This is an optimization exercise on Yosys and OpenROAD, whose aim is small area and a short achievable clock period, not a production implementation.
RTL that was checked went through simulation tests only; none was proved equivalent to the original.
No driver is modelled on the clock port, so clocking that relies on it looks cheaper here than on a real chip.
Power and IR drop assume default switching activity.

## fifo
module fifo
#
(
	parameter		depth = 60,
	parameter		width = 8
)
(
	input				clk,
	input				rst_n,
	input				wr_en,
	input	[width-1:0]	data_in,
	input				rd_en,
	output	[width-1:0]	data_out,
	output				full,
	output				empty
);
Size in the first run: about 1200 cells after synthesis, ~590 flip-flops.
clock: 3.2 ns
lec_check: 0
cap_margin: 20
core_margin: 2
core_utilization: 65
cts_cluster_diameter: 60
cts_cluster_size: 30
setup_slack_margin: 1.55
slew_margin: 20
standard.sh (not shown) runs the stock make flow with config.mk's settings and CLKGATE_MAP_FILE= SYNTH_SCRIPT=/design/flow/synth_recipe.tcl, a recipe that flattens the netlist after the stock synthesis.
==> flow/flow/run.sh <==
#!/bin/bash
set -euo pipefail
export POST_CTS_TCL="$PWD/flow/post_cts.tcl"
bash standard.sh > standard.log 2>&1
==> flow/flow/post_cts.tcl <==
set block [ord::get_db_block]
set removed 0
foreach inst [$block getInsts] {
  if {![string match "clkbuf_0_*" [$inst getName]]} { continue }
  set in_net ""
  set out_net ""
  foreach it [$inst getITerms] {
    if {[$it isInputSignal]} { set in_net [$it getNet] }
    if {[$it isOutputSignal]} { set out_net [$it getNet] }
  }
  if {$in_net eq "" || $out_net eq "" || [$in_net getName] ne "clk"} { continue }
  set loads {}
  foreach it [$out_net getITerms] {
    if {[$it getInst] ne $inst} { lappend loads $it }
  }
  set port_loads 0
  foreach it [$in_net getITerms] { incr port_loads }
  set after [expr {$port_loads - 1 + [llength $loads]}]
  if {$after > 4} {
    puts "post_cts: keeping [$inst getName]: the clock port would drive $after pins"
    continue
  }
  puts "post_cts: removing [$inst getName] ([[$inst getMaster] getName]); the clock port now drives $after pins"
  foreach it $loads {
    $it disconnect
    $it connect $in_net
  }
  foreach it [$inst getITerms] { $it disconnect }
  odb::dbInst_destroy $inst
  odb::dbNet_destroy $out_net
  incr removed
}
if {$removed} {
  estimate_parasitics -placement
  repair_timing_helper
  detailed_placement
  check_placement -verbose
  report_clock_latency
}
Then changed:
==> flow/run.sh (new file) <==
#!/bin/bash
# synth_recipe.tcl (not shown) runs the flow's synth.tcl, then flattens the netlist and writes it again
# the make line also repeats each setting of config.mk as NAME=value (left out here)
make -C /OpenROAD-flow-scripts/flow DESIGN_CONFIG=/design/flow/config.mk WORK_HOME=/design/flow/orfs CLKGATE_MAP_FILE= SYNTH_SCRIPT=/design/flow/synth_recipe.tcl finish
- SETUP_SLACK_MARGIN: 1.55 -> 1.52
removed: flow/flow/run.sh
removed: flow/flow/post_cts.tcl
removed: flow/standard.sh
Sequential cell count stays the same.
Clock-buffer cell count is higher by 1.
Power is about the same.
Then changed:
==> flow/flow/run.sh (new file) <==
#!/bin/bash
set -euo pipefail
export POST_CTS_TCL="$PWD/flow/post_cts.tcl"
bash standard.sh > standard.log 2>&1
==> flow/flow/post_cts.tcl (new file) <==
set block [ord::get_db_block]
set removed 0
foreach inst [$block getInsts] {
  if {![string match "clkbuf_0_*" [$inst getName]]} { continue }
  set in_net ""
  set out_net ""
  foreach it [$inst getITerms] {
    if {[$it isInputSignal]} { set in_net [$it getNet] }
    if {[$it isOutputSignal]} { set out_net [$it getNet] }
  }
  if {$in_net eq "" || $out_net eq "" || [$in_net getName] ne "clk"} { continue }
  set loads {}
  foreach it [$out_net getITerms] {
    if {[$it getInst] ne $inst} { lappend loads $it }
  }
  set port_loads 0
  foreach it [$in_net getITerms] { incr port_loads }
  set after [expr {$port_loads - 1 + [llength $loads]}]
  if {$after > 4} {
    puts "post_cts: keeping [$inst getName]: the clock port would drive $after pins"
    continue
  }
  puts "post_cts: removing [$inst getName] ([[$inst getMaster] getName]); the clock port now drives $after pins"
  foreach it $loads {
    $it disconnect
    $it connect $in_net
  }
  foreach it [$inst getITerms] { $it disconnect }
  odb::dbInst_destroy $inst
  odb::dbNet_destroy $out_net
  incr removed
}
if {$removed} {
  estimate_parasitics -placement
  repair_timing_helper
  detailed_placement
  check_placement -verbose
  report_clock_latency
}
==> flow/standard.sh (new file) <==
#!/bin/bash
# synth_recipe.tcl (not shown) runs the flow's synth.tcl, then flattens the netlist and writes it again
# the make line also repeats each setting of config.mk as NAME=value (left out here)
make -C /OpenROAD-flow-scripts/flow DESIGN_CONFIG=/design/flow/config.mk WORK_HOME=/design/flow/orfs CLKGATE_MAP_FILE= SYNTH_SCRIPT=/design/flow/synth_recipe.tcl "${@:-finish}"
- SETUP_SLACK_MARGIN: 1.52 -> 1.5
removed: flow/run.sh
The changed run finished with timing, DRC and antenna clean.
Sequential cell count is unchanged.
Final area is lower by 0.90%.
Clock-buffer cell count shrinks by 1.
Routed wire length goes down by 1.1%.
Sequential power is about the same.
Combinational power drops by 4.3%.
Function was not checked in any run of this note: the RTL went through the layout flow alone.

---

job 408:
fifo, a different RTL version from the one above (not shown whole).
For scale: roughly 590 flip-flops, about 22 I/O pins, ~22,000 um2 of cells after synthesis.
Settings: LEC_CHECK=0, CAP_MARGIN=20, CORE_MARGIN=2, CORE_UTILIZATION=65, CTS_CLUSTER_DIAMETER=80, CTS_CLUSTER_SIZE=24, SETUP_SLACK_MARGIN=1.48, SLEW_MARGIN=20; clock period 3.2 ns.
==> flow/flow/run.sh <==
#!/bin/bash
set -euo pipefail
export POST_CTS_TCL="$PWD/flow/post_cts.tcl"
bash standard.sh > standard.log 2>&1
==> flow/flow/post_cts.tcl <==
set block [ord::get_db_block]
set removed 0
foreach inst [$block getInsts] {
  if {![string match "clkbuf_0_*" [$inst getName]]} { continue }
  set in_net ""
  set out_net ""
  foreach it [$inst getITerms] {
    if {[$it isInputSignal]} { set in_net [$it getNet] }
    if {[$it isOutputSignal]} { set out_net [$it getNet] }
  }
  if {$in_net eq "" || $out_net eq "" || [$in_net getName] ne "clk"} { continue }
  set loads {}
  foreach it [$out_net getITerms] {
    if {[$it getInst] ne $inst} { lappend loads $it }
  }
  set port_loads 0
  foreach it [$in_net getITerms] { incr port_loads }
  set after [expr {$port_loads - 1 + [llength $loads]}]
  if {$after > 4} {
    puts "post_cts: keeping [$inst getName]: the clock port would drive $after pins"
    continue
  }
  puts "post_cts: removing [$inst getName] ([[$inst getMaster] getName]); the clock port now drives $after pins"
  foreach it $loads {
    $it disconnect
    $it connect $in_net
  }
  foreach it [$inst getITerms] { $it disconnect }
  odb::dbInst_destroy $inst
  odb::dbNet_destroy $out_net
  incr removed
}
if {$removed} {
  estimate_parasitics -placement
  repair_timing_helper
  detailed_placement
  check_placement -verbose
  report_clock_latency
}
--- input diff job 408..job 8137 ---
diff --git a/flow/config.mk b/flow/config.mk
--- a/flow/config.mk
+++ b/flow/config.mk
@@ -8,7 +8,7 @@
 export CAP_MARGIN = 20
 export CORE_MARGIN = 2
-export CORE_UTILIZATION = 65
-export CTS_CLUSTER_DIAMETER = 80
-export CTS_CLUSTER_SIZE = 24
-export SETUP_SLACK_MARGIN = 1.48
+export CORE_UTILIZATION = 72
+export CTS_CLUSTER_DIAMETER = 60
+export CTS_CLUSTER_SIZE = 30
+export SETUP_SLACK_MARGIN = 1.5
 export SLEW_MARGIN = 20
[summary]
Compared with job 408, job 8137 ends up with a larger final cell area.
Re met3 routed wirelength: job 8137 is about 44% up on job 408.
In the metrics for job 408 and job 8137, the one carrying the lower routed wire length is job 408.
Job 8137 ends up with a number of diodes that is 1 higher than in job 408.
Job 8137 ran to completion and came out clean on the timing, DRC and antenna checks.
The inputs of job 6892 differ from those of job 8137 as listed below.
diff --git a/flow/config.mk b/flow/config.mk
--- a/flow/config.mk
+++ b/flow/config.mk
@@ -8,7 +8,7 @@
 export CAP_MARGIN = 20
 export CORE_MARGIN = 2
-export CORE_UTILIZATION = 72
+export CORE_UTILIZATION = 65
 export CTS_CLUSTER_DIAMETER = 60
 export CTS_CLUSTER_SIZE = 30
-export SETUP_SLACK_MARGIN = 1.5
+export SETUP_SLACK_MARGIN = 1.55
 export SLEW_MARGIN = 20
==> comparison <==
Job 6892 did not stop at any stage, and its layout met the timing, DRC and antenna checks.
Going from job 8137 to job 6892, met2 usage dropped 6.1 points; area share of buffers outside the clock network climbed 0.20 points; worst hold slack across all endpoints climbed 0.027 ns.
Here is what was changed in the inputs of job 2514 compared with job 6892.
==> flow/run.sh (new file) <==
#!/bin/bash
# synth_recipe.tcl (not shown) runs the flow's synth.tcl, then flattens the netlist and writes it again
# the make line also repeats each setting of config.mk as NAME=value (left out here)
make -C /OpenROAD-flow-scripts/flow DESIGN_CONFIG=/design/flow/config.mk WORK_HOME=/design/flow/orfs CLKGATE_MAP_FILE= SYNTH_SCRIPT=/design/flow/synth_recipe.tcl finish
diff --git a/flow/config.mk b/flow/config.mk
--- a/flow/config.mk
+++ b/flow/config.mk
@@ -11,4 +11,4 @@
 export CTS_CLUSTER_DIAMETER = 60
 export CTS_CLUSTER_SIZE = 30
-export SETUP_SLACK_MARGIN = 1.55
+export SETUP_SLACK_MARGIN = 1.45
 export SLEW_MARGIN = 20
removed: flow/flow/run.sh
removed: flow/flow/post_cts.tcl
removed: flow/standard.sh
--- outcome ---
Job 6892 has higher total iterations of the first detailed-routing run than job 2514.
| layout overhead on the synthesized area | higher: job 6892 |
Compared with job 6892, job 2514 instantiates a smaller number of cells.
Setup WNS job 6892 -> job 2514: worse
Of the two values seen for category of the critical setup timing path, reg -> out was produced by job 2514 and reg -> reg by job 6892.
| final worst clock skew | job 6892 vs job 2514 | ≈ equal |
Delta (job 2514 minus job 6892): met1 layer wirelength in the final routing decreased by 1.3% relative to the old numbers; timing-limited maximum frequency went down by 54 MHz.
In the final reports, the cell area of job 2514 is smaller than that of job 6892.
Job 2514 ends up with lower global routing met1 resource utilization than job 6892 does.
Diff job 2514..job 6892 | die area | unchanged
Compared with job 6892, total power draw in job 2514 increased slightly.

==> what the ideal ports hide <==
The results above use ideal ports. As a check the final layouts listed here were re-extracted and re-timed, cells and wires unchanged.
Step 1 assumes that a clkbuf_16 drives the clock port and a buf_2 every other input.
Step 2, shift: input delay + t, output delay - t, t = (earliest + latest rising clock arrival at the registers) / 2. This alone moves slack from input paths to output paths.
Slacks: ideal / step 1 / step 2; pairs: ideal / step 1.
| run | t (ns) | setup slack, ns | hold slack, ns | worst setup path after step 2 |
|---|---|---|---|---|
| the first run of note 1 | 0.470 | 1.472 / 1.472 / 1.189 | 0.434 / 0.434 / 0.434 | input to register |
| the second run of note 1 | 0.589 | 1.415 / 1.360 / 1.074 | 0.436 / 0.436 / 0.436 | input to register |
| the third run of note 1 | 0.471 | 1.460 / 1.460 / 1.075 | 0.435 / 0.435 / 0.435 | input to register |
| job 408 | 0.506 | 1.488 / 1.451 / 1.043 | 0.321 / 0.276 / 0.447 | input to register |
| job 8137 | 0.466 | 1.516 / 1.489 / 1.117 | 0.364 / 0.291 / 0.436 | input to register |
| job 6892 | 0.472 | 1.547 / 1.526 / 1.172 | 0.391 / 0.308 / 0.446 | input to register |
| job 2514 | 0.607 | 1.384 / 1.330 / 0.939 | 0.187 / 0.156 / 0.446 | input to register |
After both steps every run listed still meets setup and hold.
